Context: an optimization exercise on an open-source flow, tuned for a short achievable clock period and few clock cycles. The choices shown serve that exercise and are no tape-out recipe.
In this exercise RTL edits were held to simulation tests only and were not proved equivalent to the original.
Power is estimated from default activity; no workload was simulated.

`flow/config.mk`:
```
export PLATFORM = sky130hd
export DESIGN_NAME = mips_pipeline
export DESIGN_NICKNAME = mips_pipeline
export VERILOG_FILES = /design/flow/design.v
export SDC_FILE = /design/flow/constraint.sdc
export NUM_CORES = 4
export LEC_CHECK = 0
export ABC_CLOCK_PERIOD_IN_PS = 2500
export CAP_MARGIN = 20
export CORE_MARGIN = 2
export CORE_UTILIZATION = 55
export SETUP_SLACK_MARGIN = 5.0
export SLEW_MARGIN = 20
```
`flow/constraint.sdc`:
```
create_clock -name core_clock -period 8.0 [get_ports {clk}]
set_input_delay 1.6000 -clock core_clock [delete_from_list [all_inputs] [get_ports {clk}]]
set_output_delay 1.6000 -clock core_clock [all_outputs]
set_load 0.01 [all_outputs]
```
`flow/design.v`:
```
module mips_pipeline (
  input         clk,
  input         reset,
  output [31:0] imem_addr,
  input  [31:0] imem_data,
  output [31:0] dmem_addr,
  output [31:0] dmem_wdata,
  output        dmem_we,
  input  [31:0] dmem_rdata
);
reg  [29:0] pc;                        
reg         v_d;
reg  [31:0] ins_d;
reg         pred_d;
reg  [29:0] pc4_d, brt_d;
reg         beq_e, pred_e;
reg         rw_e, ld_e, sw_e;
reg  [4:0]  dst_e;
reg  [29:0] alt_e;
reg  [31:0] rsv_e, rtv_e, imm_e;
reg         sub_e, and_e, or_e, ar_e, slt_e;
reg         fam_e, faw_e, far_e;           
reg         bam_e, baw_e, bar_e, bai_e;    
reg         fbm_e, fbw_e;                  
reg  [31:0] rtvx_e;                        
reg         rw_m, ld_m, sw_m;
reg  [4:0]  dst_m;
reg  [31:0] alu_m, sd_m;
reg         rw_w;
reg  [4:0]  dst_w;
reg  [31:0] wbd;
reg  [31:0] rf [1:31];
assign imem_addr = {pc, 2'b00};
wire [29:0] pc_inc = pc + 30'd1;
wire [5:0]  f_op   = imem_data[31:26];
wire        f_j    = (f_op == 6'h02);
wire        f_beq  = (f_op == 6'h04);
wire        f_pred = f_j | (f_beq & (imem_data[15] | (imem_data[25:21] == imem_data[20:16])));
wire [16:0] f_lo   = {1'b0, pc[15:0]} + {1'b0, imem_data[15:0]} + 17'd1;
wire [13:0] pc_hi  = pc[29:16];
wire [13:0] pc_hip = pc_hi + 14'd1;
wire [13:0] pc_him = pc_hi - 14'd1;
wire [13:0] f_hi   = imem_data[15] ? (f_lo[16] ? pc_hi : pc_him)
                                   : (f_lo[16] ? pc_hip : pc_hi);
wire [29:0] f_brt  = {f_hi, f_lo[15:0]};
wire [29:0] f_tgt  = f_j ? {pc_inc[29:26], imem_data[25:0]} : f_brt;
wire [29:0] f_npc  = f_pred ? f_tgt : pc_inc;
wire [5:0] op    = ins_d[31:26];
wire [4:0] rs    = ins_d[25:21];
wire [4:0] rt    = ins_d[20:16];
wire [4:0] rd    = ins_d[15:11];
wire [5:0] funct = ins_d[5:0];
wire [31:0] simm = {{16{ins_d[15]}}, ins_d[15:0]};
wire is_r    = (op == 6'h00);
wire is_addi = (op == 6'h08);
wire is_lw   = (op == 6'h23);
wire is_sw   = (op == 6'h2b);
wire is_beq  = (op == 6'h04);
wire use_rs = is_r | is_addi | is_lw | is_sw | is_beq;
wire use_rt = is_r | is_sw | is_beq;
wire [4:0] dst_d = is_r ? rd : rt;
wire rw_d = (is_r | is_addi | is_lw) && (dst_d != 5'd0);
wire sub_d = is_r & (funct == 6'h22 || funct == 6'h2a);
wire fa_m = rw_e && dst_e == rs;
wire fa_w = rw_m && dst_m == rs;
wire fb_m = rw_e && dst_e == rt;
wire fb_w = rw_m && dst_m == rt;
wire stall = v_d && ld_e &&
             ((use_rs && rs == dst_e) || (use_rt && rt == dst_e));
wire [31:0] wb_rs = (rw_w && dst_w == rs) ? wbd : rf[rs];
wire [31:0] wb_rt = (rw_w && dst_w == rt) ? wbd : rf[rt];
wire [31:0] rsv_d = (rs == 5'd0) ? 32'd0 : wb_rs;
wire [31:0] rtv_d = (rt == 5'd0) ? 32'd0 : wb_rt;
wire [31:0] a  = ({32{fam_e}} & alu_m) | ({32{faw_e}} & wbd) | ({32{far_e}} & rsv_e);
wire [31:0] bf = fbm_e ? alu_m : fbw_e ? wbd : rtv_e;
wire [31:0] bx = ({32{bam_e}} & (alu_m ^ {32{sub_e}})) |
                 ({32{baw_e}} & (wbd ^ {32{sub_e}})) |
                 ({32{bar_e}} & rtvx_e) |
                 ({32{bai_e}} & imm_e);
wire [31:0] sum;
wire        cout;
ks_add32 u_add (.a(a), .b(bx), .ci(sub_e), .s(sum), .co(cout));
wire [31:0] res = ({32{and_e}} & (a & bx)) |
                  ({32{or_e}}  & (a | bx)) |
                  ({32{ar_e}}  & sum) |
                  {31'd0, slt_e & ~cout};
wire eq = (a == bf);
wire ex_redirect = beq_e & (eq != pred_e);
wire id_go       = v_d & ~stall & ~ex_redirect;
always @(posedge clk) begin
  if (reset)            pc <= 30'd0;
  else if (ex_redirect) pc <= alt_e;
  else if (!stall)      pc <= f_npc;
  if (reset || ex_redirect) v_d <= 1'b0;
  else if (!stall)          v_d <= 1'b1;
  if (!stall) begin
    ins_d  <= imem_data;
    pred_d <= f_pred;
    pc4_d  <= pc_inc;
    brt_d  <= f_brt;
  end
  if (reset || !id_go) begin
    beq_e <= 1'b0; rw_e <= 1'b0; ld_e <= 1'b0; sw_e <= 1'b0;
  end else begin
    beq_e <= is_beq;
    rw_e  <= rw_d;
    ld_e  <= is_lw & rw_d;
    sw_e  <= is_sw;
  end
  pred_e   <= pred_d;
  dst_e    <= dst_d;
  alt_e    <= pred_d ? pc4_d : brt_d;
  rsv_e    <= rsv_d;
  rtv_e    <= rtv_d;
  imm_e    <= simm;
  sub_e    <= sub_d;
  and_e    <= is_r & (funct == 6'h24);
  or_e     <= is_r & (funct == 6'h25);
  ar_e     <= ~is_r | (funct == 6'h20) | (funct == 6'h22);
  slt_e    <= is_r & (funct == 6'h2a);
  fam_e    <= fa_m;
  faw_e    <= ~fa_m & fa_w;
  far_e    <= ~fa_m & ~fa_w;
  fbm_e    <= fb_m;
  fbw_e    <= fb_w;
  bam_e    <= is_r & fb_m;
  baw_e    <= is_r & ~fb_m & fb_w;
  bar_e    <= is_r & ~fb_m & ~fb_w;
  bai_e    <= ~is_r;
  rtvx_e   <= rtv_d ^ {32{sub_d}};
  if (reset) begin
    rw_m <= 1'b0; ld_m <= 1'b0; sw_m <= 1'b0;
  end else begin
    rw_m <= rw_e; ld_m <= ld_e; sw_m <= sw_e;
  end
  dst_m <= dst_e;
  alu_m <= res;
  sd_m  <= bf;
  if (reset) rw_w <= 1'b0;
  else       rw_w <= rw_m;
  dst_w <= dst_m;
  wbd   <= ld_m ? dmem_rdata : alu_m;
  if (rw_w) rf[dst_w] <= wbd;
end
assign dmem_addr  = alu_m;
assign dmem_wdata = sd_m;
assign dmem_we    = sw_m;
endmodule
module ks_add32 (
  input  [31:0] a,
  input  [31:0] b,
  input         ci,
  output [31:0] s,
  output        co
);
wire [31:0] p = a ^ b;
wire [31:0] g0 = a & b;
reg  [31:0] g, t;
integer i, k;
always @(*) begin
  g = g0;
  t = p;
  g[0] = g0[0] | (p[0] & ci);
  for (k = 1; k < 32; k = k * 2)
    for (i = 31; i >= k; i = i - 1) begin
      g[i] = g[i] | (t[i] & g[i-k]);
      t[i] = t[i] & t[i-k];
    end
end
assign s  = p ^ {g[30:0], ci};
assign co = g[31];
endmodule
```
`flow/run.sh`:
```
#!/bin/bash
# synth_recipe.tcl (not shown) runs the flow's synth.tcl, then flattens the netlist and writes it again
# the make line also repeats each setting of config.mk as NAME=value (left out here)
make -C /OpenROAD-flow-scripts/flow DESIGN_CONFIG=/design/flow/config.mk WORK_HOME=/design/flow/orfs CLKGATE_MAP_FILE= SYNTH_SCRIPT=/design/flow/synth_recipe.tcl finish
```
==> metrics.cfg, run 1 <==
[synth]
synthTopCellsByArea = edfxtp_1 (49%), mux4_2 (17%), dfxtp_1 (9.4%), mux2_2 (3.1%), mux2i_1 (2.0%)
synth_largest_area_cell = edfxtp_1
yosysWarningCount = 2
synth.top_cells.by_count = edfxtp_1 (1,085), mux4_2 (490), dfxtp_1 (312)
synth_edf_count = 1085
synth.avg_cell_area_sq_um = 15.2
synthFlopType = edfxtp_1
ys_types = 79
async_flop_share = 0
synth-seq-cells = 1397
synth_cells = 4374
synthesis.area_sq_mm = 0.0665
yosys.area.top_type_share = 0.490
ys_seq_area_frac = 0.584
yosysMostFrequentCell = edfxtp_1

[timing]
setup_ws_ps = 4360
drv_slew = 0
clock_skew_ps = 29.2
fin_crit_sh = 0.455
tightest_slew_ps = 1000
grt_setup_unrepaired = true
fmax_mhz = 275
finalSetupViolCount = 0
relSlewSlack = 0.332
tns_ps = 0
finalHoldViolCount = 0
final.min_clock_period_ps = 3640

[clocking]
clock_latency_ps = 790
numCtsBuffers = 149
cts_tree = done
cts.sinks = 1397
ctsLongestPathBuffers = 3
h-tree-depth = 4
cts_hold_buffers = 0
cts-root-buf = clkbuf_16
clk_pin_slew_ps = 60

[critical_path]
reg2reg_to = alu_m[29]
reg2reg_slack_ps = 4360
critPathLaunch = baw_e
cp-endpoint = alu_m[29]
path_max_fanout = 6
r2r-start = baw_e
crit_path_start_kind = flip-flop
worstPathRequired_ps = 8660
end_kind = flip-flop
worstPathArrival_ps = 4300
reg2regPathDepth = 21
path_class = flip-flop to flip-flop

[detailed_routing]
routed_wirelength_mm = 222
vias = 45100
drt_iter0_drc = 6059
viasPerCell = 6.92
firstDrtPassIters = 10
postRouteAntennaNets = 0
wl_per_cell_microns = 34.0
drc_errors = 0

[grt]
grt_start_max_net_pins = 97
grt_use_total = 0.352
grt_pass1_wl_mm = 308
grt_pass1_vias = 43500
antenna_found_initial = 5
grt_overflow = 0

[floorplanning]
row_count = 127
coreArea_sq_mm = 0.120
start_util = 0.554
die-area_sq_mm = 0.124
die_h_microns = 352
die_w_microns = 352
ioPinCount = 163

[place]
placedCellCount = 5930
gp_congestion = 0.913
dp.final_hpwl_mm = 121
io_buffers = 160
place_ws_ps = 2610

[power_and_ir_drop]
ir_worst_vdd_mv = 0.215
p_leak_uw = 0.0280
pwr_density_cell_mw_per_mm2 = 231

[run_status]
status = timing/DRC/antenna clean

[cells_and_area]
areaGrowthSynthToFinish_pct = 20.6
drive_above_1_share = 0.355
layout.cells.non_filler = 6522
final_nets = 4944

[run]
drv_cap = 0

[min_path]
min_from = ins_d[9]
hp-class = flip-flop to flip-flop

-- cells by family (layout without fill, tap and decap cells) --
logic type | count (synthesis) | count (layout) | synth area share
adders and majority gates | 87 | 87 | 0.0167
DFF | 1397 | 1397 | 0.584
buffers and inverters | 431 | 953 | 0.0264
muxes | 808 | 810 | 0.217
AOI/OAI and AO/OA | 769 | 769 | 0.0827
and+or+nand+nor | 741 | 747 | 0.0543
other | 1 | 7 | 0.0000564
xor gates and xnor gates | 140 | 140 | 0.0184
-- area by class of cell --
cell class | instances | area, sq um
multi-input cells | 2555 | 27800
repair buffers | 590 | 6120
inverters | 99 | 413
flip-flops and latches | 1397 | 39100
clock buffers | 198 | 4040
fillers | 8328 | 39800
clock inverters | 66 | 552
diodes | 5 | 12.5
well taps | 1612 | 2020
-- power by group --
part,internal [uW],total [uW],leakage (uW),switching (uW)
logic,1150,2710,0.0132,1570
clock network,3820,6650,0.00223,2830
registers,8620,9120,0.0126,504
total,13600,18500,0.0280,4900
-- critical path, cell delays in order (launching register included) --
cell	delay, ps
dfxtp_4	360
buf_12	140
inv_12	60
o22ai_4	120
nor2_2	60
nor2_1	110
a221o_1	170
inv_2	60
fa_2	400
buf_4	160
buf_6	100
buf_6	110
nor2b_4	140
o2111ai_4	180
a21boi_4	200
o221a_4	300
buf_6	120
a21oi_2	60
o21bai_2	220
buf_4	160
mux2i_1	170
a21oi_1	80
-- worst min path at each step --
stage,to,slack (ps),depth (start not counted)
floorplan,imm_e[10],320,0
global placement,imm_e[9],330,0
detailed placement,imm_e[9],350,0
CTS,imm_e[9],360,0
global route,imm_e[9],370,0
finish,imm_e[9],360,0
-- layer usage --
layer  routed length, microns  track usage  up-vias
met1                    86400        0.486    23400
met2                   103000        0.547     2652
met4                    11200        0.162        8
met5                       57            0        -
met3                    21200       0.0651      557
li1                         -            -    18500
-- metrics by stage --
stage / hold WS (ps) / power, uW / utilization / instance area, sq um
6_report: 357 / 18500 / 0.668 / 80100
4_1_cts: 360 / 18400 / 0.654 / 78500
2_1_floorplan: 323 / 10400 / - / 67000
3_3_place_gp: 332 / 11500 / 0.587 / 70400
5_1_grt: 366 / 19000 / 0.668 / 80100
3_5_place_dp: 346 / 11500 / 0.587 / 70400
-- placed cells by master, fill, tap and decap left out, drive strengths merged, types with 86 or more instances in the layout --
| cell type | synthesis | layout |
|---|---|---|
| nor2 | 239 | 241 |
| a21oi | 164 | 164 |
| clkbuf | 226 | 210 |
| o21ai | 86 | 86 |
| nand2 | 152 | 152 |
| mux2 | 184 | 184 |
| edfxtp | 1085 | 1085 |
| buf | 106 | 450 |
| mux2i | 134 | 136 |
| inv | 98 | 102 |
| mux4 | 490 | 490 |
| dfxtp | 312 | 312 |
-- flip-flops by register name, indices dropped and copies added (netlist names), 5 cells and up, named ones only --
register	count
rsv_e	32
alt_e	30
pc	30
dst_e	5
ins_d	32
dst_w	5
pc4_d	30
rf	992
rtvx_e	32
brt_d	30
wbd	32
imm_e	16
rtv_e	32
dst_m	5
alu_m	32
sd_m	32
-- repair_timing --
item	in CTS	in global routing
setup endpoints to repair	504	493
pin swaps	82	95
gates cloned	22	11
buffers inserted	206	84
gates resized for setup	686	184
Testbench counts, summed over its fixed seeds: cycles 19,751.
==> run 2: changes to the inputs <==
--- a/flow/config.mk
+++ b/flow/config.mk
@@ -9,5 +9,6 @@
 export CAP_MARGIN = 20
 export CORE_MARGIN = 2
 export CORE_UTILIZATION = 55
-export SETUP_SLACK_MARGIN = 5.0
+export PLACE_DENSITY = 0.72
+export SETUP_SLACK_MARGIN = 5
 export SLEW_MARGIN = 20
==> run 2 against run 1 <==
Compared with the run above:
- largest cell class unchanged
- clock-buffer cell count down 10
- global-route usage down 1.1 points
- critical endpoint is now pc[28]
- final cell count down 1.3%
==> metrics.cfg, run 2 <==
[run_status]
status = timing/DRC/antenna clean  ; unchanged

[grt]
grt_start_max_net_pins = 65  ; was 97
grt_pass1_wl_mm = 302  ; was 308 mm
grt_overflow = 0  ; unchanged
antenna_found_initial = 3  ; was 5
grt_pass1_vias = 44100  ; was 43,500
grt_use_total = 0.341  ; was 0.352

[synth]
synthFlopType = edfxtp_1  ; unchanged
synth_cells = 4374  ; unchanged
synthTopCellsByArea = edfxtp_1 (49%), mux4_2 (17%), dfxtp_1 (9.4%), mux2_2 (3.1%), mux2i_1 (2.0%)  ; unchanged
async_flop_share = 0  ; unchanged
ys_seq_area_frac = 0.584  ; unchanged
yosysWarningCount = 2  ; unchanged
synth_largest_area_cell = edfxtp_1  ; unchanged
synth_edf_count = 1085  ; unchanged
yosysMostFrequentCell = edfxtp_1  ; unchanged
synth.top_cells.by_count = edfxtp_1 (1,085), mux4_2 (490), dfxtp_1 (312)  ; unchanged
synthesis.area_sq_mm = 0.0665  ; unchanged
yosys.area.top_type_share = 0.490  ; unchanged
ys_types = 79  ; unchanged
synth-seq-cells = 1397  ; unchanged
synth.avg_cell_area_sq_um = 15.2  ; unchanged

[place]
post_dp_cell_area_sq_mm = 0.0704  ; about the same
gp_congestion = 0.938  ; was 0.913
io_buffers = 160  ; unchanged
dp.final_hpwl_mm = 115  ; was 121 mm

[cells_and_area]
mostFrequentLayoutCells = edfxtp_1 (1,085), mux4_2 (490), buf_4 (231), dfxtp_1 (221), nor2_1 (198)  ; was edfxtp_1 (1,085), mux4_2 (490), buf_4 (297), dfxtp_1 (221), nor2_1 (201)
areaGrowthSynthToFinish_pct = 19.5  ; was 20.6%
final_nets = 4852  ; was 4,944
final_common_cell = edfxtp_1  ; unchanged
drive_above_1_share = 0.339  ; was 0.355
design_area_sq_mm = 0.0794  ; was 0.0801 sq mm
largest_reg_flops = 992  ; unchanged
largest_register = rf  ; unchanged

[floorplanning]
die-area_sq_mm = 0.124  ; unchanged
coreArea_sq_mm = 0.120  ; unchanged
row_count = 127  ; unchanged
start_util = 0.554  ; unchanged
die_w_microns = 352  ; unchanged
die_h_microns = 352  ; unchanged
ioPinCount = 163  ; unchanged

[critical_path]
worstPathRequired_ps = 8680  ; was 8660 ps
path_max_fanout = 5  ; was 6
end_kind = flip-flop  ; unchanged
crit_path_start_kind = flip-flop  ; unchanged
path_delay_family = simple AND/OR/NAND/NOR gates  ; was compound AO/OA/AOI/OAI gates
reg2reg_slack_ps = 4340  ; was 4360 ps
reg2reg_to = pc[28]  ; was alu_m[29]
cp_slowest_cell = or4_4  ; was fa_2
worstPathArrival_ps = 4340  ; was 4300 ps
path_class = flip-flop to flip-flop  ; unchanged
max_stage_delay_ps = 510  ; was 400 ps
crit_path_cell_trace = buf_12 > mux2_4 > o211ai_1 > nand4_1 > nor4_4 > nand4_1 > mux2i_4 > buf_12 > or4_4 > a21oi_2  ; was buf_12 > inv_12 > o22ai_4 > nor2_2 > nor2_1 > a221o_1 > inv_2 > fa_2 > buf_4 > buf_6 > buf_6 > nor2b_4 > o2111ai_4 > a21boi_4 > o221a_4 > buf_6 > a21oi_2 > o21bai_2 > buf_4 > mux2i_1 > a21oi_1
worstPathBufferInverterCount = 2  ; was 8
reg2regPathDepth = 10  ; was 21
r2r-start = fbw_e  ; was baw_e

[clocking]
cts_hold_buffers = 0  ; unchanged
clock_latency_ps = 770  ; was 790 ps
numCtsBuffers = 143  ; was 149
ctsLongestPathBuffers = 3  ; unchanged
cts.sinks = 1397  ; unchanged
cts_tree = done  ; unchanged
clk_pin_slew_ps = 60  ; about the same
cts-root-buf = clkbuf_16  ; unchanged
h-tree-depth = 4  ; unchanged

[power_and_ir_drop]
pwr_density_cell_mw_per_mm2 = 232  ; was 231 mW/mm^2
p_leak_uw = 0.0276  ; was 0.0280 uW
ir_worst_vdd_mv = 0.209  ; was 0.215 mV

[detailed_routing]
wl_per_cell_microns = 33.5  ; was 34.0 microns
firstDrtPassIters = 10  ; unchanged
viasPerCell = 7.14  ; was 6.92
vias = 45900  ; was 45,100
drt_iter0_drc = 7260  ; was 6,059
drc_errors = 0  ; unchanged
routed_wirelength_mm = 216  ; was 222 mm
postRouteAntennaNets = 0  ; unchanged

[min_path]
hp-class = flip-flop to flip-flop  ; unchanged
min_from = ins_d[10]  ; was ins_d[9]
hold_depth = 0  ; unchanged
holdPathEnd = imm_e[10]  ; was imm_e[9]

[timing]
fin_crit_sh = 0.458  ; was 0.455
tns_ps = 0  ; unchanged
finalHoldViolCount = 0  ; unchanged
relSlewSlack = 0.137  ; was 0.332
final.min_clock_period_ps = 3660  ; was 3640 ps
drv_slew = 0  ; unchanged
grt_setup_unrepaired = true  ; unchanged
fmax_mhz = 273  ; was 275 MHz
clock_skew_ps = 31.2  ; was 29.2 ps
finalSetupViolCount = 0  ; unchanged
tightest_slew_ps = 1290  ; was 1000 ps

[run]
drv_cap = 0  ; unchanged

-- run 2: logic make-up (layout without fill, tap and decap cells) --
kind of cell / Yosys count / in the layout / synth area share
flip-flops: 1397 / 1397 / 0.584
multiplexers: 808 / 808 / 0.217
AO/OA/AOI/OAI: 769 / 769 / 0.0827
AND/OR/NAND/NOR: 741 / 744 / 0.0543
buffers and inverters: 431 / 875 / 0.0264
XOR/XNOR: 140 / 140 / 0.0184
adder cells (fa/ha/maj): 87 / 87 / 0.0167
other: 1 / 4 / 0.0000564
-- run 2: through the flow --
step / instances / utilization / hold WS, ps / total power (uW) / worst slack (ps)
floorplan: 4375 / - / 323 / 10400 / 4000
CTS: 6366 / 0.651 / 334 / 18300 / 4400
detailed placement: 5921 / 0.586 / 327 / 11400 / 2720
global placement: 5921 / 0.586 / 328 / 11400 / 2720
global route: 6436 / 0.662 / 345 / 18900 / 4320
finish: 6436 / 0.662 / 338 / 18500 / 4340
-- run 2: worst max-delay path by stage --
stage,from,end,slack [ps],cells after the start
5_1_grt,imem_data[0],pc[23],4320,14
4_1_cts,sub_e,alu_m[0],4400,17
2_1_floorplan,imem_data[0],pc[25],4000,12
3_3_place_gp,imem_data[0],pc[28],2720,13
6_report,fbw_e,pc[28],4340,10
3_5_place_dp,imem_data[0],pc[28],2720,13
-- run 2: repair_timing --
item	CTS	global route
gates cloned	25	5
endpoints found under the setup margin	459	157
resized for setup	617	174
pin swaps	91	99
setup buffers	153	63
-- run 2: report_power, final --
group,switching [uW],internal (uW),leakage (uW)
combinational,1450,1110,0.0127
clock,2930,3780,0.00230
sequential,554,8620,0.0126
-- run 2: layout make-up --
| class | count | area, sq um |
|---|---|---|
| Sequential cell | 1397 | 39200 |
| Fill cell | 7983 | 40600 |
| Tap cell | 1612 | 2020 |
| Clock buffer | 188 | 3870 |
| Clock inverter | 79 | 831 |
| Multi-Input combinational cell | 2550 | 27700 |
| Timing Repair Buffer | 509 | 5460 |
| Inverter | 99 | 407 |
| Antenna cell | 2 | 5.00 |
-- run 2: per-layer routing --
metal  vias to the layer above  share of wire  global-route usage
li1                      18300              -                   -
met1                     23200           0.36               0.465
met2                      3615           0.45               0.513
met3                       764           0.13              0.0799
met4                         0          0.063               0.179
met5                         -              0                   0
==> run 3: changes to the inputs <==
--- a/flow/design.v
+++ b/flow/design.v
@@ -21,7 +21,7 @@
 reg         sub_e, and_e, or_e, ar_e, slt_e;
 reg         fam_e, faw_e, far_e;           
 reg         bam_e, baw_e, bar_e, bai_e;    
-reg         fbm_e, fbw_e;                  
+reg         fbm_e, fbw_e, fbr_e;           
 reg  [31:0] rtvx_e;                        
 reg         rw_m, ld_m, sw_m;
 reg  [4:0]  dst_m;
@@ -72,7 +72,7 @@
 wire [31:0] rsv_d = (rs == 5'd0) ? 32'd0 : wb_rs;
 wire [31:0] rtv_d = (rt == 5'd0) ? 32'd0 : wb_rt;
 wire [31:0] a  = ({32{fam_e}} & alu_m) | ({32{faw_e}} & wbd) | ({32{far_e}} & rsv_e);
-wire [31:0] bf = fbm_e ? alu_m : fbw_e ? wbd : rtv_e;
+wire [31:0] bf = ({32{fbm_e}} & alu_m) | ({32{fbw_e}} & wbd) | ({32{fbr_e}} & rtv_e);
 wire [31:0] bx = ({32{bam_e}} & (alu_m ^ {32{sub_e}})) |
                  ({32{baw_e}} & (wbd ^ {32{sub_e}})) |
                  ({32{bar_e}} & rtvx_e) |
@@ -122,7 +122,8 @@
   faw_e    <= ~fa_m & fa_w;
   far_e    <= ~fa_m & ~fa_w;
   fbm_e    <= fb_m;
-  fbw_e    <= fb_w;
+  fbw_e    <= ~fb_m & fb_w;
+  fbr_e    <= ~fb_m & ~fb_w;
   bam_e    <= is_r & fb_m;
   baw_e    <= is_r & ~fb_m & fb_w;
   bar_e    <= is_r & ~fb_m & ~fb_w;
--- a/flow/config.mk
+++ b/flow/config.mk
@@ -8,7 +8,6 @@
 export ABC_CLOCK_PERIOD_IN_PS = 2500
 export CAP_MARGIN = 20
 export CORE_MARGIN = 2
-export CORE_UTILIZATION = 55
-export PLACE_DENSITY = 0.72
+export CORE_UTILIZATION = 65
 export SETUP_SLACK_MARGIN = 5
 export SLEW_MARGIN = 20
==> run 3 against run 2 <==
Compared with the run above:
- die area shrank 17%
- register-to-register slack lost 210 ps
- final cell count shrank 6.3%
- utilization grew 13 points
- critical path depth grew 8
- flip-flop and latch count grew 1
- clock skew shrank 6.2 ps
- cell area shrank 0.52%
- non-clock buffer count grew 77
- first-iteration DRC count grew 8.8%
- total power grew 1.2%
- combinational power grew 4%
==> metrics.cfg, run 3 <==
[run_status]
status = timing/DRC/antenna clean  ; unchanged

[synth]
async_flop_share = 0  ; unchanged
yosys.area.top_type_share = 0.500  ; was 0.490
yosysWarningCount = 2  ; unchanged
synth-simple-area-share = 0.0446  ; was 0.0543
synth_top_family_by_area = multiplexers  ; unchanged
synthTopCellsByArea = edfxtp_1 (50%), mux4_2 (17%), dfxtp_1 (9.6%), mux2i_1 (2.4%), mux2_2 (2.1%)  ; was edfxtp_1 (49%), mux4_2 (17%), dfxtp_1 (9.4%), mux2_2 (3.1%), mux2i_1 (2.0%)
synth_cells = 4198  ; was 4,374
ys_seq_area_frac = 0.596  ; was 0.584
yosysMostFrequentCell = edfxtp_1  ; unchanged
synthFlopType = edfxtp_1  ; unchanged
synth_xor_area_frac = 0.0241  ; was 0.0184
synthMuxAreaShare = 0.212  ; was 0.217
synth_compound_area_frac = 0.0786  ; was 0.0827
synth.avg_cell_area_sq_um = 15.5  ; was 15.2 sq um
synth.top_cells.by_count = edfxtp_1 (1,085), mux4_2 (483), dfxtp_1 (313)  ; was edfxtp_1 (1,085), mux4_2 (490), dfxtp_1 (312)
synth-seq-cells = 1398  ; was 1,397
synth_edf_count = 1085  ; unchanged
synth_fa_ha_area_frac = 0.0169  ; was 0.0167
synthesis.area_sq_mm = 0.0652  ; was 0.0665 sq mm
ys_types = 76  ; was 79
synth_largest_area_cell = edfxtp_1  ; unchanged

[floorplanning]
row_count = 116  ; was 127
die_h_microns = 321  ; was 352 microns
coreArea_sq_mm = 0.0997  ; was 0.120 sq mm
ioPinCount = 163  ; unchanged
die_w_microns = 321  ; was 352 microns
start_util = 0.654  ; was 0.554
die-area_sq_mm = 0.103  ; was 0.124 sq mm

[detailed_routing]
drt_iter0_drc = 7899  ; was 7,260
wl_per_cell_microns = 36.1  ; was 33.5 microns
viasPerCell = 7.50  ; was 7.14
routed_wirelength_mm = 218  ; was 216 mm
vias = 45300  ; was 45,900
drc_errors = 0  ; unchanged
firstDrtPassIters = 12  ; was 10
postRouteAntennaNets = 0  ; unchanged

[cells_and_area]
mostFrequentLayoutCells = edfxtp_1 (1,085), mux4_2 (483), buf_4 (285), dfxtp_1 (225), nor2_1 (171)  ; was edfxtp_1 (1,085), mux4_2 (490), buf_4 (231), dfxtp_1 (221), nor2_1 (198)
areaGrowthSynthToFinish_pct = 21.2  ; was 19.5%
largest_register = rf  ; unchanged
layout.cells.non_filler = 6033  ; was 6,436
final_common_cell = edfxtp_1  ; unchanged
drive_above_1_share = 0.357  ; was 0.339
final_nets = 4769  ; was 4,852
largest_reg_flops = 992  ; unchanged
utilization = 0.792  ; was 0.662

[timing]
relSlewSlack = 0.271  ; was 0.137
clock_skew_ps = 25.0  ; was 31.2 ps
drv_slew = 0  ; unchanged
fin_crit_sh = 0.484  ; was 0.458
finalSetupViolCount = 0  ; unchanged
grt_setup_unrepaired = true  ; unchanged
tightest_slew_ps = 1090  ; was 1290 ps
fmax_mhz = 258  ; was 273 MHz
final.min_clock_period_ps = 3870  ; was 3660 ps
finalHoldViolCount = 0  ; unchanged
tns_ps = 0  ; unchanged

[critical_path]
worstPathArrival_ps = 4460  ; was 4340 ps
cp-endpoint = alu_m[16]  ; was pc[28]
reg2reg_to = alu_m[16]  ; was pc[28]
worstPathRequired_ps = 8590  ; was 8680 ps
crit_path_start_kind = flip-flop  ; unchanged
r2r-start = bam_e  ; was fbw_e
reg2regPathDepth = 18  ; was 10
path_max_fanout = 4  ; was 5
end_kind = flip-flop  ; unchanged
reg2reg_slack_ps = 4130  ; was 4340 ps
critPathLaunch = bam_e  ; was fbw_e
path_class = flip-flop to flip-flop  ; unchanged

[grt]
grt_pass1_vias = 44300  ; was 44,100
grt_pass1_wl_mm = 305  ; was 302 mm
grt_start_max_net_pins = 94  ; was 65
grt_use_total = 0.418  ; was 0.341
grt_overflow = 0  ; unchanged
antenna_found_initial = 6  ; was 3

[place]
placedCellCount = 5447  ; was 5,921
gp_congestion = 0.925  ; was 0.938
io_buffers = 160  ; unchanged
dp.final_hpwl_mm = 113  ; was 115 mm

[min_path]
min_from = ins_d[6]  ; was ins_d[10]
hp-class = flip-flop to flip-flop  ; unchanged

[clocking]
cts-root-buf = clkbuf_16  ; unchanged
cts.sinks = 1398  ; was 1,397
ctsLongestPathBuffers = 3  ; unchanged
clk_pin_slew_ps = 60  ; about the same
numCtsBuffers = 145  ; was 143
h-tree-depth = 4  ; unchanged
clock_latency_ps = 760  ; was 770 ps
cts_tree = done  ; unchanged

[run]
drv_cap = 0  ; unchanged

[power_and_ir_drop]
ir_worst_vdd_mv = 0.185  ; was 0.209 mV
p_leak_uw = 0.0276  ; about the same
pwr_density_cell_mw_per_mm2 = 236  ; was 232 mW/mm^2

## run 3: logic make-up after synthesis
group,count (synthesis)
other,1
and+or+nand+nor,616
buffers and inverters,450
DFF,1398
AOI/OAI and AO/OA,704
muxes,764
adders and majority gates,86
xor gates and xnor gates,179
## run 3: worst min-delay path by stage
| stage | cells past startpoint | endpoint |
|---|---|---|
| after CTS | 0 | imm_e[10] |
| after detailed placement | 0 | imm_e[10] |
| after floorplan | 0 | imm_e[10] |
| after global placement | 0 | imm_e[8] |
| final | 0 | imm_e[6] |
| after global routing | 0 | imm_e[10] |
## run 3: final cells by class
cell class	count	area (sq um)
Antenna cell	3	7.51
Sequential cell	1398	39200
Fill cell	5322	20700
Timing Repair Buffer	586	6390
Clock buffer	196	4130
Tap cell	1298	1620
Multi-Input combinational cell	2353	26500
Inverter	131	563
Clock inverter	66	634
Timing Repair inverter	2	17.5
## run 3: stage by stage
stage / power [uW] / cell area [sq um] / hold WS, ps / setup slack [ps]
after floorplan: 10300 / 65700 / 323 / 3910
after global placement: 11400 / 68700 / 327 / 2920
after detailed placement: 11400 / 68700 / 328 / 2890
after CTS: 18400 / 77500 / 341 / 4330
after global routing: 19100 / 79000 / 343 / 4050
final: 18700 / 79000 / 334 / 4130
## run 3: power breakdown
part           leakage, uW  internal (uW)  switching (uW)
clock              0.00232           3970            2830
sequential          0.0126           8640             559
combinational       0.0126           1140            1540
## run 3: repair_timing
item                       in CTS  in global routing
gates cloned                   26                  7
hold buffers                    0                  0
setup endpoints to repair     374                178
gates resized for setup       698                164
setup buffers                 217                 71
pin swaps                     149                 99
## run 3: critical path, stage by stage, from the launching register on
cell	delay (ps)
dfxtp_4	350
buf_12	150
buf_12	140
a221oi_2	240
nor2_1	70
a221o_1	290
inv_2	80
fa_2	220
fa_2	200
nand2b_4	140
a21oi_4	60
o31a_1	360
buf_6	150
o211ai_1	290
a21oi_2	130
or2_4	290
a21oi_2	150
xor2_1	210
o221ai_1	180
## run 3: routing by layer
| metal | share of wire | vias to the layer above | GRT usage |
|---|---|---|---|
| li1 | - | 17800 | - |
| met1 | 0.34 | 22800 | 0.544 |
| met2 | 0.46 | 3833 | 0.637 |
| met3 | 0.13 | 834 | 0.104 |
| met4 | 0.075 | 4 | 0.260 |
| met5 | 0.00014 | - | 0 |
Testbench counts of run 3, summed over its fixed seeds: cycles 19,751.
==> run 4: changes to the inputs <==
--- a/flow/design.v
+++ b/flow/design.v
@@ -14,7 +14,7 @@
 reg         pred_d;
 reg  [29:0] pc4_d, brt_d;
 reg         beq_e, pred_e;
-reg         rw_e, ld_e, sw_e;
+reg         rw_e, ld_e, sw_e, mem_e;
 reg  [4:0]  dst_e;
 reg  [29:0] alt_e;
 reg  [31:0] rsv_e, rtv_e, imm_e;
@@ -26,6 +26,7 @@
 reg         rw_m, ld_m, sw_m;
 reg  [4:0]  dst_m;
 reg  [31:0] alu_m, sd_m;
+reg  [31:0] da_m;                      
 reg         rw_w;
 reg  [4:0]  dst_w;
 reg  [31:0] wbd;
@@ -100,12 +101,13 @@
     brt_d  <= f_brt;
   end
   if (reset || !id_go) begin
-    beq_e <= 1'b0; rw_e <= 1'b0; ld_e <= 1'b0; sw_e <= 1'b0;
+    beq_e <= 1'b0; rw_e <= 1'b0; ld_e <= 1'b0; sw_e <= 1'b0; mem_e <= 1'b0;
   end else begin
     beq_e <= is_beq;
     rw_e  <= rw_d;
     ld_e  <= is_lw & rw_d;
     sw_e  <= is_sw;
+    mem_e <= is_sw | is_lw;
   end
   pred_e   <= pred_d;
   dst_e    <= dst_d;
@@ -136,6 +138,7 @@
   end
   dst_m <= dst_e;
   alu_m <= res;
+  da_m  <= sum & {32{mem_e}};
   sd_m  <= bf;
   if (reset) rw_w <= 1'b0;
   else       rw_w <= rw_m;
@@ -143,7 +146,7 @@
   wbd   <= ld_m ? dmem_rdata : alu_m;
   if (rw_w) rf[dst_w] <= wbd;
 end
-assign dmem_addr  = alu_m;
+assign dmem_addr  = da_m;
 assign dmem_wdata = sd_m;
 assign dmem_we    = sw_m;
 endmodule
==> run 4 against run 3 <==
Compared with the run above:
- sequential share of layout area down 0.36 points
- area after synthesis up 2.1%
- non-clock buffer count up 6
- utilization up 0.11 points
- sequential power up 2%
- critical path depth down 2
- worst setup slack better by 200 ps
- wire length up 0.87%
- cell area up 2.2%
- flip-flop and latch count up 33
- first-iteration DRC count down 0.30%
- clock-buffer cell count up 9
- critical path type is now input port to flip-flop
- largest cell class unchanged
- largest power group unchanged
==> metrics.cfg, run 4 <==
[timing]
tns_ps = 0  ; unchanged
finalHoldViolCount = 0  ; unchanged
relSlewSlack = 0.146  ; was 0.271
tightest_slew_ps = 1270  ; was 1090 ps
clock_skew_ps = 32.3  ; was 25.0 ps
final.min_clock_period_ps = 3670  ; was 3870 ps
drv_slew = 0  ; unchanged
fmax_mhz = 272  ; was 258 MHz
fin_crit_sh = 0.459  ; was 0.484
grt_setup_unrepaired = true  ; unchanged
setup_ws_ps = 4330  ; was 4130 ps
finalSetupViolCount = 0  ; unchanged

[synth]
synth_largest_area_cell = edfxtp_1  ; unchanged
synth.top_cells.by_count = edfxtp_1 (1,085), mux4_2 (499), dfxtp_1 (346)  ; was edfxtp_1 (1,085), mux4_2 (483), dfxtp_1 (313)
synth_edf_count = 1085  ; unchanged
synthesis.area_sq_mm = 0.0666  ; was 0.0652 sq mm
synth_cells = 4338  ; was 4,198
synth-seq-cells = 1431  ; was 1,398
yosys.area.top_type_share = 0.489  ; was 0.500
synthFlopType = edfxtp_1  ; unchanged
synth.avg_cell_area_sq_um = 15.3  ; was 15.5 sq um
ys_seq_area_frac = 0.594  ; was 0.596
yosysWarningCount = 2  ; unchanged
synthTopCellsByArea = edfxtp_1 (49%), mux4_2 (17%), dfxtp_1 (10%), mux2_2 (2.3%), mux2i_1 (1.8%)  ; was edfxtp_1 (50%), mux4_2 (17%), dfxtp_1 (9.6%), mux2i_1 (2.4%), mux2_2 (2.1%)
ys_types = 82  ; was 76
async_flop_share = 0  ; unchanged
yosysMostFrequentCell = edfxtp_1  ; unchanged

[power_and_ir_drop]
pwr_density_cell_mw_per_mm2 = 230  ; was 236 mW/mm^2
p_sw_uw = 4900  ; was 4920 uW
intPower_uw = 13700  ; was 13,800 uW
finalPower_uw = 18600  ; was 18,700 uW
clkPwrFrac = 0.360  ; was 0.364
p_seq_frac = 0.506  ; was 0.493
switching_share = 0.264  ; about the same
p_leak_uw = 0.0287  ; was 0.0276 uW
ir_worst_vdd_mv = 0.252  ; was 0.185 mV
combPwrFrac = 0.134  ; was 0.143

[floorplanning]
die-area_sq_mm = 0.105  ; was 0.103 sq mm
die_w_microns = 324  ; was 321 microns
row_count = 117  ; was 116
die_h_microns = 324  ; was 321 microns
start_util = 0.654  ; about the same
coreArea_sq_mm = 0.102  ; was 0.0997 sq mm
ioPinCount = 163  ; unchanged

[detailed_routing]
drt_iter0_drc = 7875  ; was 7,899
routed_wirelength_mm = 220  ; was 218 mm
postRouteAntennaNets = 0  ; unchanged
viasPerCell = 7.45  ; was 7.50
vias = 46500  ; was 45,300
wl_per_cell_microns = 35.2  ; was 36.1 microns
drc_errors = 0  ; unchanged
firstDrtPassIters = 10  ; was 12

[critical_path]
worstPathArrival_ps = 4320  ; was 4460 ps
end_kind = flip-flop  ; unchanged
reg2reg_to = alu_m[28]  ; was alu_m[16]
crit_path_cell_trace = buf_12 > inv_12 > ha_4 > inv_2 > fa_2 > a211oi_4 > nor4_2 > or3_4 > o21a_4 > buf_6 > buf_6 > buf_6 > o21ai_4 > o21a_1 > o211ai_1 > a22o_1  ; was buf_12 > buf_12 > a221oi_2 > nor2_1 > a221o_1 > inv_2 > fa_2 > fa_2 > nand2b_4 > a21oi_4 > o31a_1 > buf_6 > o211ai_1 > a21oi_2 > or2_4 > a21oi_2 > xor2_1 > o221ai_1
crit_top_cell = buf_6
cp_slowest_cell = or3_4  ; was o31a_1
crit_path_start_kind = input port  ; was flip-flop
max_stage_delay_ps = 440  ; was 360 ps
path_class = input port to flip-flop  ; was flip-flop to flip-flop
r2r-start = bam_e  ; unchanged
reg2regPathDepth = 18  ; unchanged
path_max_fanout = 5  ; was 4
worstPathRequired_ps = 8640  ; was 8590 ps
reg2reg_slack_ps = 4340  ; was 4130 ps

[cells_and_area]
fill_cells = 5439  ; was 5,322
utilization = 0.794  ; was 0.792
largest_register = rf  ; unchanged
final_common_cell = edfxtp_1  ; unchanged
multi_input_area_sq_mm = 0.0278  ; was 0.0265 sq mm
areaGrowthSynthToFinish_pct = 21.3  ; was 21.2%
largest_reg_flops = 992  ; unchanged
drive_above_1_share = 0.352  ; was 0.357
mostFrequentLayoutCells = edfxtp_1 (1,085), mux4_2 (499), buf_4 (297), dfxtp_1 (287), nor2_1 (199)  ; was edfxtp_1 (1,085), mux4_2 (483), buf_4 (285), dfxtp_1 (225), nor2_1 (171)
regArea_sq_mm = 0.0397  ; was 0.0392 sq mm
final_nets = 4913  ; was 4,769

[min_path]
hp-class = flip-flop to flip-flop  ; unchanged
hold_depth = 0  ; unchanged
holdPathEnd = imm_e[8]  ; was imm_e[6]
min_from = ins_d[8]  ; was ins_d[6]

[grt]
grt_pass1_wl_mm = 305  ; about the same
antenna_found_initial = 6  ; unchanged
grt_use_total = 0.411  ; was 0.418
gr-max-usage-layer = met2  ; unchanged
grt_overflow = 0  ; unchanged
met1_usage = 0.548  ; was 0.544
grt_start_max_net_pins = 83  ; was 94
gr-usage-met3 = 0.0941  ; was 0.104
grt_pass1_vias = 44700  ; was 44,300
met2_usage = 0.625  ; was 0.637

[place]
place_ws_ps = 2830  ; was 2890 ps
dp.final_hpwl_mm = 117  ; was 113 mm
io_buffers = 160  ; unchanged
gp_congestion = 0.911  ; was 0.925

[clocking]
ctsLongestPathBuffers = 3  ; unchanged
cts.sinks = 1431  ; was 1,398
clock_latency_ps = 770  ; was 760 ps
cts-root-buf = clkbuf_16  ; unchanged
clk_pin_slew_ps = 60  ; about the same
numCtsBuffers = 146  ; was 145
cts_hold_buffers = 0  ; unchanged
cts_tree = done  ; unchanged
h-tree-depth = 4  ; unchanged

[run_status]
status = timing/DRC/antenna clean  ; unchanged

[run]
drv_cap = 0  ; unchanged

-- run 4: changes by cell type in the layout (fill, tap and decap cells not counted), moves of 21 or more --
| cell | previous run | this run |
|---|---|---|
| dfxtp_1 | 225 | 287 |
| dfxtp_4 | 83 | 58 |
| a221o_1 | 35 | 62 |
| mux2i_1 | 148 | 107 |
| nor2_1 | 171 | 199 |
| xor2_1 | 52 | 111 |
| and2_1 | 13 | 34 |
| o221ai_1 | 47 | 2 |
| xnor2_1 | 112 | 44 |
| clkdlybuf4s15_2 | 48 | 21 |
| o211ai_1 | 7 | 36 |
-- run 4: repair_timing --
| item | CTS | global route |
|---|---|---|
| setup endpoints to repair | 464 | 220 |
| resized for setup | 622 | 166 |
| cloned | 22 | 11 |
| pin swaps | 194 | 128 |
| buffers inserted | 224 | 76 |
-- run 4: power by group through the flow --
stage,registers [uW],clock network [uW],logic (uW)
floorplan,9360,0,1110
detailed placement,9540,0,1870
finish,9390,6680,2490
CTS,9360,6690,2280
global route,9420,6960,2590
global placement,9530,0,1850
-- run 4: worst max path at each step --
stage | from | to | slack, ps | cells past startpoint
2_1_floorplan | imem_data[0] | pc[27] | 3760 | 12
3_3_place_gp | imem_data[0] | pc[27] | 2830 | 13
3_5_place_dp | imem_data[0] | pc[27] | 2830 | 13
4_1_cts | imem_data[10] | pc[25] | 4330 | 11
5_1_grt | alu_m[0] | alu_m[30] | 4170 | 17
6_report | imem_data[0] | pc[20] | 4330 | 16
-- run 4: cells by family (layout without fill, tap and decap cells) --
logic type / count (synthesis) / after routing / synth area share
fa+ha+maj: 86 / 86 / 0.0165
other cells: 1 / 10 / 0.0000563
flops: 1431 / 1431 / 0.594
compound gates: 720 / 721 / 0.0785
mux: 758 / 760 / 0.211
xor+xnor: 176 / 176 / 0.0232
buf+inv: 453 / 981 / 0.0270
simple gates: 713 / 713 / 0.0507
-- run 4: layer usage --
metal / wire length [microns] / vias up
li1: - / 18300
met1: 75500 / 23500
met2: 100000 / 3810
met3: 27400 / 892
met4: 16700 / 2
met5: 13 / -
-- run 4: critical path: cells and delay by family --
family / cells / cell delay [ps]
AND/OR/NAND/NOR: 2 / 520
AO/OA/AOI/OAI: 6 / 1180
adder cells (fa/ha/maj): 2 / 480
buffers and inverters: 6 / 520
-- run 4: area by class of cell --
type | instances | share of cell area
Clock buffer | 205 | 0.0523
Inverter | 130 | 0.00683
Antenna cell | 8 | 0.000248
Clock inverter | 52 | 0.00473
Timing Repair Buffer | 592 | 0.0782
Multi-Input combinational cell | 2458 | 0.344
Tap cell | 1368 | 0.0212
Timing Repair inverter | 2 | 0.000341
Sequential cell | 1431 | 0.492
-- run 4: per-stage QoR --
step / cells / cell area, sq um / hold WS (ps)
after floorplan: 4339 / 67200 / 323
after global placement: 5648 / 70200 / 327
after detailed placement: 5648 / 70200 / 327
after CTS: 6151 / 79100 / 341
after global routing: 6244 / 80700 / 348
final: 6246 / 80700 / 341
Testbench counts of run 4, summed over its fixed seeds: cycles 19,751.
==> run 5: changes to the inputs <==
--- a/flow/design.v
+++ b/flow/design.v
@@ -17,12 +17,11 @@
 reg         rw_e, ld_e, sw_e, mem_e;
 reg  [4:0]  dst_e;
 reg  [29:0] alt_e;
-reg  [31:0] rsv_e, rtv_e, imm_e;
+reg  [31:0] ap_e;                      
+reg  [31:0] bp_e;                      
+reg  [31:0] rp_e;                      
+reg         fam_e, bam_e, fbm_e;       
 reg         sub_e, and_e, or_e, ar_e, slt_e;
-reg         fam_e, faw_e, far_e;           
-reg         bam_e, baw_e, bar_e, bai_e;    
-reg         fbm_e, fbw_e, fbr_e;           
-reg  [31:0] rtvx_e;                        
 reg         rw_m, ld_m, sw_m;
 reg  [4:0]  dst_m;
 reg  [31:0] alu_m, sd_m;
@@ -62,22 +61,23 @@
 wire [4:0] dst_d = is_r ? rd : rt;
 wire rw_d = (is_r | is_addi | is_lw) && (dst_d != 5'd0);
 wire sub_d = is_r & (funct == 6'h22 || funct == 6'h2a);
-wire fa_m = rw_e && dst_e == rs;
-wire fa_w = rw_m && dst_m == rs;
-wire fb_m = rw_e && dst_e == rt;
-wire fb_w = rw_m && dst_m == rt;
 wire stall = v_d && ld_e &&
              ((use_rs && rs == dst_e) || (use_rt && rt == dst_e));
 wire [31:0] wb_rs = (rw_w && dst_w == rs) ? wbd : rf[rs];
 wire [31:0] wb_rt = (rw_w && dst_w == rt) ? wbd : rf[rt];
 wire [31:0] rsv_d = (rs == 5'd0) ? 32'd0 : wb_rs;
 wire [31:0] rtv_d = (rt == 5'd0) ? 32'd0 : wb_rt;
-wire [31:0] a  = ({32{fam_e}} & alu_m) | ({32{faw_e}} & wbd) | ({32{far_e}} & rsv_e);
-wire [31:0] bf = ({32{fbm_e}} & alu_m) | ({32{fbw_e}} & wbd) | ({32{fbr_e}} & rtv_e);
-wire [31:0] bx = ({32{bam_e}} & (alu_m ^ {32{sub_e}})) |
-                 ({32{baw_e}} & (wbd ^ {32{sub_e}})) |
-                 ({32{bar_e}} & rtvx_e) |
-                 ({32{bai_e}} & imm_e);
+wire [31:0] mem_val = ld_m ? dmem_rdata : alu_m;
+wire fa_m = rw_e && dst_e == rs;
+wire fb_m = rw_e && dst_e == rt;
+wire fa_k = rw_m && dst_m == rs;
+wire fb_k = rw_m && dst_m == rt;
+wire [31:0] ap_d = fa_k ? mem_val : rsv_d;
+wire [31:0] rp_d = fb_k ? mem_val : rtv_d;
+wire [31:0] bp_d = is_r ? (rp_d ^ {32{sub_d}}) : simm;
+wire [31:0] a  = fam_e ? alu_m : ap_e;
+wire [31:0] bf = fbm_e ? alu_m : rp_e;
+wire [31:0] bx = bam_e ? (alu_m ^ {32{sub_e}}) : bp_e;
 wire [31:0] sum;
 wire        cout;
 ks_add32 u_add (.a(a), .b(bx), .ci(sub_e), .s(sum), .co(cout));
@@ -109,28 +109,20 @@
     sw_e  <= is_sw;
     mem_e <= is_sw | is_lw;
   end
-  pred_e   <= pred_d;
-  dst_e    <= dst_d;
-  alt_e    <= pred_d ? pc4_d : brt_d;
-  rsv_e    <= rsv_d;
-  rtv_e    <= rtv_d;
-  imm_e    <= simm;
-  sub_e    <= sub_d;
-  and_e    <= is_r & (funct == 6'h24);
-  or_e     <= is_r & (funct == 6'h25);
-  ar_e     <= ~is_r | (funct == 6'h20) | (funct == 6'h22);
-  slt_e    <= is_r & (funct == 6'h2a);
-  fam_e    <= fa_m;
-  faw_e    <= ~fa_m & fa_w;
-  far_e    <= ~fa_m & ~fa_w;
-  fbm_e    <= fb_m;
-  fbw_e    <= ~fb_m & fb_w;
-  fbr_e    <= ~fb_m & ~fb_w;
-  bam_e    <= is_r & fb_m;
-  baw_e    <= is_r & ~fb_m & fb_w;
-  bar_e    <= is_r & ~fb_m & ~fb_w;
-  bai_e    <= ~is_r;
-  rtvx_e   <= rtv_d ^ {32{sub_d}};
+  pred_e <= pred_d;
+  dst_e  <= dst_d;
+  alt_e  <= pred_d ? pc4_d : brt_d;
+  ap_e   <= ap_d;
+  bp_e   <= bp_d;
+  rp_e   <= rp_d;
+  fam_e  <= fa_m;
+  fbm_e  <= fb_m;
+  bam_e  <= is_r & fb_m;
+  sub_e  <= sub_d;
+  and_e  <= is_r & (funct == 6'h24);
+  or_e   <= is_r & (funct == 6'h25);
+  ar_e   <= ~is_r | (funct == 6'h20) | (funct == 6'h22);
+  slt_e  <= is_r & (funct == 6'h2a);
   if (reset) begin
     rw_m <= 1'b0; ld_m <= 1'b0; sw_m <= 1'b0;
   end else begin
@@ -143,7 +135,7 @@
   if (reset) rw_w <= 1'b0;
   else       rw_w <= rw_m;
   dst_w <= dst_m;
-  wbd   <= ld_m ? dmem_rdata : alu_m;
+  wbd   <= mem_val;
   if (rw_w) rf[dst_w] <= wbd;
 end
 assign dmem_addr  = da_m;
--- a/flow/config.mk
+++ b/flow/config.mk
@@ -8,6 +8,6 @@
 export ABC_CLOCK_PERIOD_IN_PS = 2500
 export CAP_MARGIN = 20
 export CORE_MARGIN = 2
-export CORE_UTILIZATION = 65
+export CORE_UTILIZATION = 55
 export SETUP_SLACK_MARGIN = 5
 export SLEW_MARGIN = 20
==> run 5 against run 4 <==
Compared with the run above:
- final cell count is 3.1% higher
- cell area is 0.91% higher
- synthesized cell count is 0.74% lower
- via count is 7.1% lower
- non-clock buffer count is 52 lower
- still clean
- global-route usage is 6.1 points lower
- wire length is 0.45% lower
==> metrics.cfg, run 5 <==
[run_status]
status = timing/DRC/antenna clean  ; unchanged

[timing]
tightest_slew_ps = 1220  ; was 1270 ps
fin_crit_sh = 0.471  ; was 0.459
finalSetupViolCount = 0  ; unchanged
final.min_clock_period_ps = 3770  ; was 3670 ps
grt_setup_unrepaired = true  ; unchanged
fmax_mhz = 265  ; was 272 MHz
finalHoldViolCount = 0  ; unchanged
drv_slew = 0  ; unchanged
tns_ps = 0  ; unchanged
clock_skew_ps = 18.6  ; was 32.3 ps
setup_ws_ps = 4230  ; was 4330 ps
relSlewSlack = 0.164  ; was 0.146

[place]
place_ws_ps = 2840  ; was 2830 ps
dp.final_hpwl_mm = 113  ; was 117 mm
placedCellCount = 5846  ; was 5,648
io_buffers = 160  ; unchanged
gp_congestion = 0.896  ; was 0.911

[power_and_ir_drop]
pwr_density_cell_mw_per_mm2 = 239  ; was 230 mW/mm^2
ir_worst_vdd_mv = 0.245  ; was 0.252 mV
switching_share = 0.273  ; was 0.264
p_leak_uw = 0.0285  ; was 0.0287 uW
finalPower_uw = 19500  ; was 18,600 uW
p_sw_uw = 5320  ; was 4900 uW
clkPwrFrac = 0.363  ; was 0.360
intPower_uw = 14200  ; was 13,700 uW
combPwrFrac = 0.135  ; was 0.134
p_seq_frac = 0.502  ; was 0.506

[detailed_routing]
firstDrtPassIters = 6  ; was 10
routed_wirelength_mm = 219  ; was 220 mm
drc_errors = 0  ; unchanged
postRouteAntennaNets = 0  ; unchanged
drt_iter0_drc = 5527  ; was 7,875
wl_per_cell_microns = 34.0  ; was 35.2 microns
viasPerCell = 6.71  ; was 7.45
vias = 43200  ; was 46,500

[clocking]
numCtsBuffers = 151  ; was 146
cts_tree = done  ; unchanged
clk_pin_slew_ps = 60  ; about the same
clock_latency_ps = 790  ; was 770 ps
h-tree-depth = 4  ; unchanged
cts_hold_buffers = 0  ; unchanged
ctsLongestPathBuffers = 3  ; unchanged
cts-root-buf = clkbuf_16  ; unchanged
cts.sinks = 1413  ; was 1,431

[floorplanning]
row_count = 127  ; was 117
die_h_microns = 352  ; was 324 microns
start_util = 0.554  ; was 0.654
die-area_sq_mm = 0.124  ; was 0.105 sq mm
coreArea_sq_mm = 0.120  ; was 0.102 sq mm
die_w_microns = 352  ; was 324 microns
ioPinCount = 163  ; unchanged

[synth]
synthesis.area_sq_mm = 0.0665  ; was 0.0666 sq mm
ys_types = 89  ; was 82
synthTopCellsByArea = edfxtp_1 (49%), mux4_2 (19%), dfxtp_1 (9.9%), mux2i_1 (3.4%), nor2_1 (1.6%)  ; was edfxtp_1 (49%), mux4_2 (17%), dfxtp_1 (10%), mux2_2 (2.3%), mux2i_1 (1.8%)
synth_largest_area_cell = edfxtp_1  ; unchanged
synth_cells = 4306  ; was 4,338
yosysMostFrequentCell = edfxtp_1  ; unchanged
ys_seq_area_frac = 0.589  ; was 0.594
synth-seq-cells = 1413  ; was 1,431
synthFlopType = edfxtp_1  ; unchanged
synth.avg_cell_area_sq_um = 15.4  ; was 15.3 sq um
synth.top_cells.by_count = edfxtp_1 (1,085), mux4_2 (548), dfxtp_1 (328)  ; was edfxtp_1 (1,085), mux4_2 (499), dfxtp_1 (346)
yosys.area.top_type_share = 0.490  ; was 0.489
async_flop_share = 0  ; unchanged
synth_edf_count = 1085  ; unchanged
yosysWarningCount = 2  ; unchanged

[cells_and_area]
drive_above_1_share = 0.357  ; was 0.352
final_common_cell = edfxtp_1  ; unchanged
largest_register = rf  ; unchanged
utilization = 0.679  ; was 0.794
largest_reg_flops = 992  ; unchanged
layout.cells.non_filler = 6439  ; was 6,246
final_nets = 4852  ; was 4,913
mostFrequentLayoutCells = edfxtp_1 (1,085), mux4_2 (548), dfxtp_1 (261), nor2_1 (233), buf_4 (218)  ; was edfxtp_1 (1,085), mux4_2 (499), buf_4 (297), dfxtp_1 (287), nor2_1 (199)
areaGrowthSynthToFinish_pct = 22.6  ; was 21.3%

[min_path]
hp-class = flip-flop to flip-flop  ; unchanged

[grt]
grt_use_total = 0.350  ; was 0.411
grt_start_max_net_pins = 89  ; was 83
grt_pass1_vias = 42000  ; was 44,700
grt_overflow = 0  ; unchanged
grt_pass1_wl_mm = 302  ; was 305 mm
antenna_found_initial = 4  ; was 6

[critical_path]
cp_slowest_cell = or3_4  ; unchanged
path_max_fanout = 6  ; was 5
crit_path_cell_trace = buf_12 > inv_12 > ha_4 > inv_2 > fa_2 > a211oi_2 > o211ai_1 > a31oi_4 > o311a_4 > or3_4 > o32ai_4 > xor2_1 > nand2_1 > a311oi_1  ; was buf_12 > inv_12 > ha_4 > inv_2 > fa_2 > a211oi_4 > nor4_2 > or3_4 > o21a_4 > buf_6 > buf_6 > buf_6 > o21ai_4 > o21a_1 > o211ai_1 > a22o_1
worstPathRequired_ps = 8700  ; was 8640 ps
end_kind = flip-flop  ; unchanged
path_class = input port to flip-flop  ; unchanged
crit_path_start_kind = input port  ; unchanged
worstPathArrival_ps = 4470  ; was 4320 ps
max_stage_delay_ps = 440  ; about the same

[run]
drv_cap = 0  ; unchanged

run 5: cells by family (layout without fill, tap and decap cells):
logic type / after synthesis / count (layout) / share of synthesized area
AND/OR/NAND/NOR: 691 / 696 / 0.0472
multiplexers: 838 / 840 / 0.231
XOR/XNOR: 222 / 222 / 0.0292
AO/OA/AOI/OAI: 610 / 612 / 0.0604
adder cells (fa/ha/maj): 86 / 86 / 0.0165
flip-flops: 1413 / 1413 / 0.589
other: 1 / 3 / 0.0000564
buffers and inverters: 445 / 955 / 0.0267
run 5: stage by stage:
step	cell area (sq um)	hold slack, ps
2_1_floorplan	66900	373
3_3_place_gp	70200	385
3_5_place_dp	70200	385
4_1_cts	79300	392
5_1_grt	81500	392
6_report	81500	391
run 5: per-layer routing:
metal | track usage | routed length, microns | vias up
li1 | - | - | 17800
met1 | 0.484 | 85100 | 22600
met2 | 0.545 | 103000 | 2395
met3 | 0.0706 | 21400 | 433
met4 | 0.148 | 9520 | 2
met5 | 0 | 16 | -
run 5: timing repair:
action / in CTS / in global routing
resized for setup: 647 / 243
buffers inserted: 178 / 88
setup endpoints to repair: 384 / 219
pin swaps: 104 / 117
gates cloned: 31 / 15
hold endpoints to repair: 0 / 0
run 5: worst paths after layout:
kind	startpoint	to	slack (ps)	depth (start not counted)
setup / recovery	imem_data[0]	pc[25]	4230	14
hold / removal	dst_e[4]	dst_m[4]	390	0
setup reg to reg	fam_e	alu_m[30]	4340	13
hold reg to reg	dst_e[4]	dst_m[4]	390	0
run 5: worst max-delay path: cells and delay by family:
kind            cells  cell delay (ps)
compound gates      6             1570
xor+xnor            1              230
fa+ha+maj           2              370
buf+inv             3              180
simple gates        2              510
run 5: final cells by class:
type | count | area (sq um)
clock buffer | 207 | 4270
inverter | 136 | 528
multi-input combinational | 2458 | 28400
clock inverter | 72 | 704
sequential | 1413 | 39300
antenna | 1 | 2.50
tap | 1612 | 2020
timing repair buffer | 540 | 6230
fill | 8217 | 38500
run 5: power by group through the flow:
stage	registers, uW	logic (uW)	clock network (uW)
2_1_floorplan	9450	1410	0
3_3_place_gp	9900	2030	0
3_5_place_dp	9910	2030	0
4_1_cts	9760	2370	7130
5_1_grt	9850	2750	7430
6_report	9770	2630	7080
Testbench counts of run 5, summed over its fixed seeds: cycles 19,751.
==> run 6: changes to the inputs <==
--- a/flow/design.v
+++ b/flow/design.v
@@ -23,6 +23,8 @@
 reg         fam_e, bam_e, fbm_e;       
 reg         sub_e, and_e, or_e, ar_e, slt_e;
 reg         rw_m, ld_m, sw_m;
+reg         mis_m;                     
+reg  [29:0] alt_m;                     
 reg  [4:0]  dst_m;
 reg  [31:0] alu_m, sd_m;
 reg  [31:0] da_m;                      
@@ -85,14 +87,18 @@
                   ({32{or_e}}  & (a | bx)) |
                   ({32{ar_e}}  & sum) |
                   {31'd0, slt_e & ~cout};
-wire eq = (a == bf);
-wire ex_redirect = beq_e & (eq != pred_e);
-wire id_go       = v_d & ~stall & ~ex_redirect;
+wire eq_rr = (ap_e == rp_e);
+wire eq_mr = (alu_m == rp_e);
+wire eq_rm = (ap_e == alu_m);
+wire eq = fam_e ? (fbm_e | eq_mr) : (fbm_e ? eq_rm : eq_rr);
+wire ex_mis      = beq_e & (eq != pred_e);
+wire redirect    = mis_m;
+wire id_go       = v_d & ~stall & ~redirect;
 always @(posedge clk) begin
   if (reset)            pc <= 30'd0;
-  else if (ex_redirect) pc <= alt_e;
+  else if (redirect)    pc <= alt_m;
   else if (!stall)      pc <= f_npc;
-  if (reset || ex_redirect) v_d <= 1'b0;
+  if (reset || redirect)    v_d <= 1'b0;
   else if (!stall)          v_d <= 1'b1;
   if (!stall) begin
     ins_d  <= imem_data;
@@ -123,11 +129,12 @@
   or_e   <= is_r & (funct == 6'h25);
   ar_e   <= ~is_r | (funct == 6'h20) | (funct == 6'h22);
   slt_e  <= is_r & (funct == 6'h2a);
-  if (reset) begin
-    rw_m <= 1'b0; ld_m <= 1'b0; sw_m <= 1'b0;
+  if (reset || redirect) begin
+    rw_m <= 1'b0; ld_m <= 1'b0; sw_m <= 1'b0; mis_m <= 1'b0;
   end else begin
-    rw_m <= rw_e; ld_m <= ld_e; sw_m <= sw_e;
+    rw_m <= rw_e; ld_m <= ld_e; sw_m <= sw_e; mis_m <= ex_mis;
   end
+  alt_m <= alt_e;
   dst_m <= dst_e;
   alu_m <= res;
   da_m  <= sum & {32{mem_e}};
--- a/flow/config.mk
+++ b/flow/config.mk
@@ -9,5 +9,5 @@
 export CAP_MARGIN = 20
 export CORE_MARGIN = 2
 export CORE_UTILIZATION = 55
-export SETUP_SLACK_MARGIN = 5
+export SETUP_SLACK_MARGIN = 5.0
 export SLEW_MARGIN = 20
==> run 6 against run 5 <==
Compared with the run above:
- still clean on timing, DRC and antenna
- sequential share of layout area grew 1.3 points
- area after synthesis grew 1.8%
- flip-flop and latch count grew 31
- final cell count grew 0.95%
- non-clock buffer count shrank 79
- critical path depth shrank 3
- total power grew 0.54%
- largest power group unchanged
==> metrics.cfg, run 6 <==
[run_status]
status = timing/DRC/antenna clean  ; unchanged

[synth]
yosysMostFrequentCell = edfxtp_1  ; unchanged
ys_seq_area_frac = 0.588  ; was 0.589
yosys.area.top_type_share = 0.482  ; was 0.490
async_flop_share = 0  ; unchanged
synthesis.area_sq_mm = 0.0677  ; was 0.0665 sq mm
ys_types = 82  ; was 89
synth-seq-cells = 1444  ; was 1,413
synth_largest_area_cell = edfxtp_1  ; unchanged
synth.avg_cell_area_sq_um = 15.2  ; was 15.4 sq um
synth_edf_count = 1085  ; unchanged
synth.top_cells.by_count = edfxtp_1 (1,085), mux4_2 (533), dfxtp_1 (359)  ; was edfxtp_1 (1,085), mux4_2 (548), dfxtp_1 (328)

[clocking]
cts_hold_buffers = 0  ; unchanged
cts_tree = done  ; unchanged
h-tree-depth = 4  ; unchanged
clock_latency_ps = 790  ; about the same
clk_pin_slew_ps = 60  ; about the same
numCtsBuffers = 156  ; was 151

[timing]
finalHoldViolCount = 0  ; unchanged
final.min_clock_period_ps = 3260  ; was 3770 ps
clock_skew_ps = 22.0  ; was 18.6 ps
tns_ps = 0  ; unchanged
drv_slew = 0  ; unchanged
relSlewSlack = 0.261  ; was 0.164
tightest_slew_ps = 1110  ; was 1220 ps

[critical_path]
end_kind = flip-flop  ; unchanged
reg2reg_to = alu_m[27]  ; was alu_m[30]
crit_path_cell_trace = buf_6 > mux2_4 > fa_2 > a211oi_2 > o21ai_2 > a41o_4 > a2111oi_4 > o21bai_1 > a21oi_1 > xnor2_1 > a221o_1  ; was buf_12 > inv_12 > ha_4 > inv_2 > fa_2 > a211oi_2 > o211ai_1 > a31oi_4 > o311a_4 > or3_4 > o32ai_4 > xor2_1 > nand2_1 > a311oi_1
path_class = flip-flop to flip-flop  ; was input port to flip-flop
reg2regPathDepth = 11  ; was 13
cp_slowest_cell = a2111oi_4  ; was or3_4
max_stage_delay_ps = 480  ; was 440 ps
crit_path_start_kind = flip-flop  ; was input port
reg2reg_slack_ps = 4740  ; was 4340 ps
r2r-start = fam_e  ; unchanged
worstPathArrival_ps = 3920  ; was 4470 ps

[grt]
grt_start_max_net_pins = 82  ; was 89
grt_pass1_wl_mm = 306  ; was 302 mm
grt_overflow = 0  ; unchanged
grt_pass1_vias = 43100  ; was 42,000
grt_use_total = 0.341  ; was 0.350

[min_path]
holdPathEnd = alt_m[9]  ; was dst_m[4]
min_from = alt_e[9]  ; was dst_e[4]
hold_depth = 0  ; unchanged
hp-class = flip-flop to flip-flop  ; unchanged

[floorplanning]
die_w_microns = 355  ; was 352 microns
ioPinCount = 163  ; unchanged
die-area_sq_mm = 0.126  ; was 0.124 sq mm
die_h_microns = 355  ; was 352 microns
coreArea_sq_mm = 0.122  ; was 0.120 sq mm
start_util = 0.555  ; was 0.554

[cells_and_area]
mostFrequentLayoutCells = edfxtp_1 (1,085), mux4_2 (533), dfxtp_1 (301), nor2_1 (261), buf_4 (201)  ; was edfxtp_1 (1,085), mux4_2 (548), dfxtp_1 (261), nor2_1 (233), buf_4 (218)
utilization = 0.661  ; was 0.679
largest_reg_flops = 992  ; unchanged
drive_above_1_share = 0.321  ; was 0.357
layout.cells.non_filler = 6500  ; was 6,439
largest_register = rf  ; unchanged
final_common_cell = edfxtp_1  ; unchanged

[place]
io_buffers = 160  ; unchanged
place_ws_ps = 3310  ; was 2840 ps
placedCellCount = 6003  ; was 5,846
dp.final_hpwl_mm = 119  ; was 113 mm

[power_and_ir_drop]
ir_worst_vdd_mv = 0.243  ; was 0.245 mV
p_leak_uw = 0.0281  ; was 0.0285 uW
p_sw_uw = 5240  ; was 5320 uW
clkPwrFrac = 0.370  ; was 0.363
p_seq_frac = 0.495  ; was 0.502

[detailed_routing]
viasPerCell = 6.76  ; was 6.71
firstDrtPassIters = 6  ; unchanged
wl_per_cell_microns = 33.3  ; was 34.0 microns
postRouteAntennaNets = 0  ; unchanged

==> run 6: cell count changes in the layout (fill, tap and decap cells not counted), sizes merged, moves of 23 or more <==
cell    previous run  this run
a211oi            92       151
mux2i            230       189
dfxtp            328       359
mux2              62        86
xor2             100        77
buf              381       324
o22ai             74        46
==> run 6: cells by family after synthesis <==
logic type / after synthesis / synth area share
buf+inv: 462 / 0.0290
flops: 1444 / 0.588
other cells: 1 / 0.0000554
compound gates: 703 / 0.0707
xor+xnor: 209 / 0.0271
simple gates: 731 / 0.0495
fa+ha+maj: 86 / 0.0162
mux: 808 / 0.220
==> run 6: stage by stage <==
step	hold WS, ps	total power [uW]	instance area (sq um)
finish	322	19600	80600
global route	329	20200	80600
CTS	316	19500	79500
detailed placement	312	12100	71200
global placement	310	12100	71200
floorplan	310	11000	68000
==> run 6: power by group through the flow <==
stage	clock [uW]	combinational (uW)	sequential [uW]
after floorplan	0	1380	9620
after global placement	0	2210	9860
after detailed placement	0	2220	9860
after CTS	7310	2500	9690
after global routing	7620	2790	9760
final	7240	2640	9700
==> run 6: critical path: cells and delay by family, from the launching register on <==
kind | cells | cell delay, ps
XOR/XNOR | 1 | 110
flip-flops | 1 | 400
multiplexers | 1 | 310
adder cells (fa/ha/maj) | 1 | 400
AO/OA/AOI/OAI | 7 | 1800
buffers and inverters | 1 | 120
==> run 6: layout make-up <==
cell class | instances | area [sq um]
inverters | 144 | 566
diodes | 2 | 5.00
fillers | 8549 | 41300
flip-flops and latches | 1444 | 39900
clock inverters | 66 | 524
repair buffers | 461 | 5050
well taps | 1625 | 2030
multi-input cells | 2542 | 27900
clock buffers | 216 | 4620
==> run 6: timing repair <==
action | in CTS | in global routing
endpoints found under the setup margin | 343 | 228
cloned | 23 | 11
pin swaps | 109 | 93
resized for setup | 641 | 142
setup buffers | 136 | 42
==> run 6: worst max path at each step <==
stage	startpoint	to	slack, ps	cells past startpoint
floorplan	imem_data[0]	brt_d[29]	4350	11
global placement	imem_data[0]	pc[21]	3340	13
detailed placement	imem_data[0]	pc[21]	3310	13
CTS	fam_e	alu_m[29]	4750	11
global route	sub_e	alu_m[29]	4690	12
finish	fam_e	alu_m[27]	4740	11
==> run 6: layer usage <==
| metal | share of wire | wire length (microns) | GRT usage |
|---|---|---|---|
| met4 | 0.042 | 9080 | 0.129 |
| met1 | 0.39 | 84400 | 0.484 |
| met5 | 0.00012 | 25 | 0 |
| met3 | 0.099 | 21500 | 0.0532 |
| met2 | 0.47 | 102000 | 0.536 |
Testbench counts of run 6, summed over its fixed seeds: cycles 19,971.
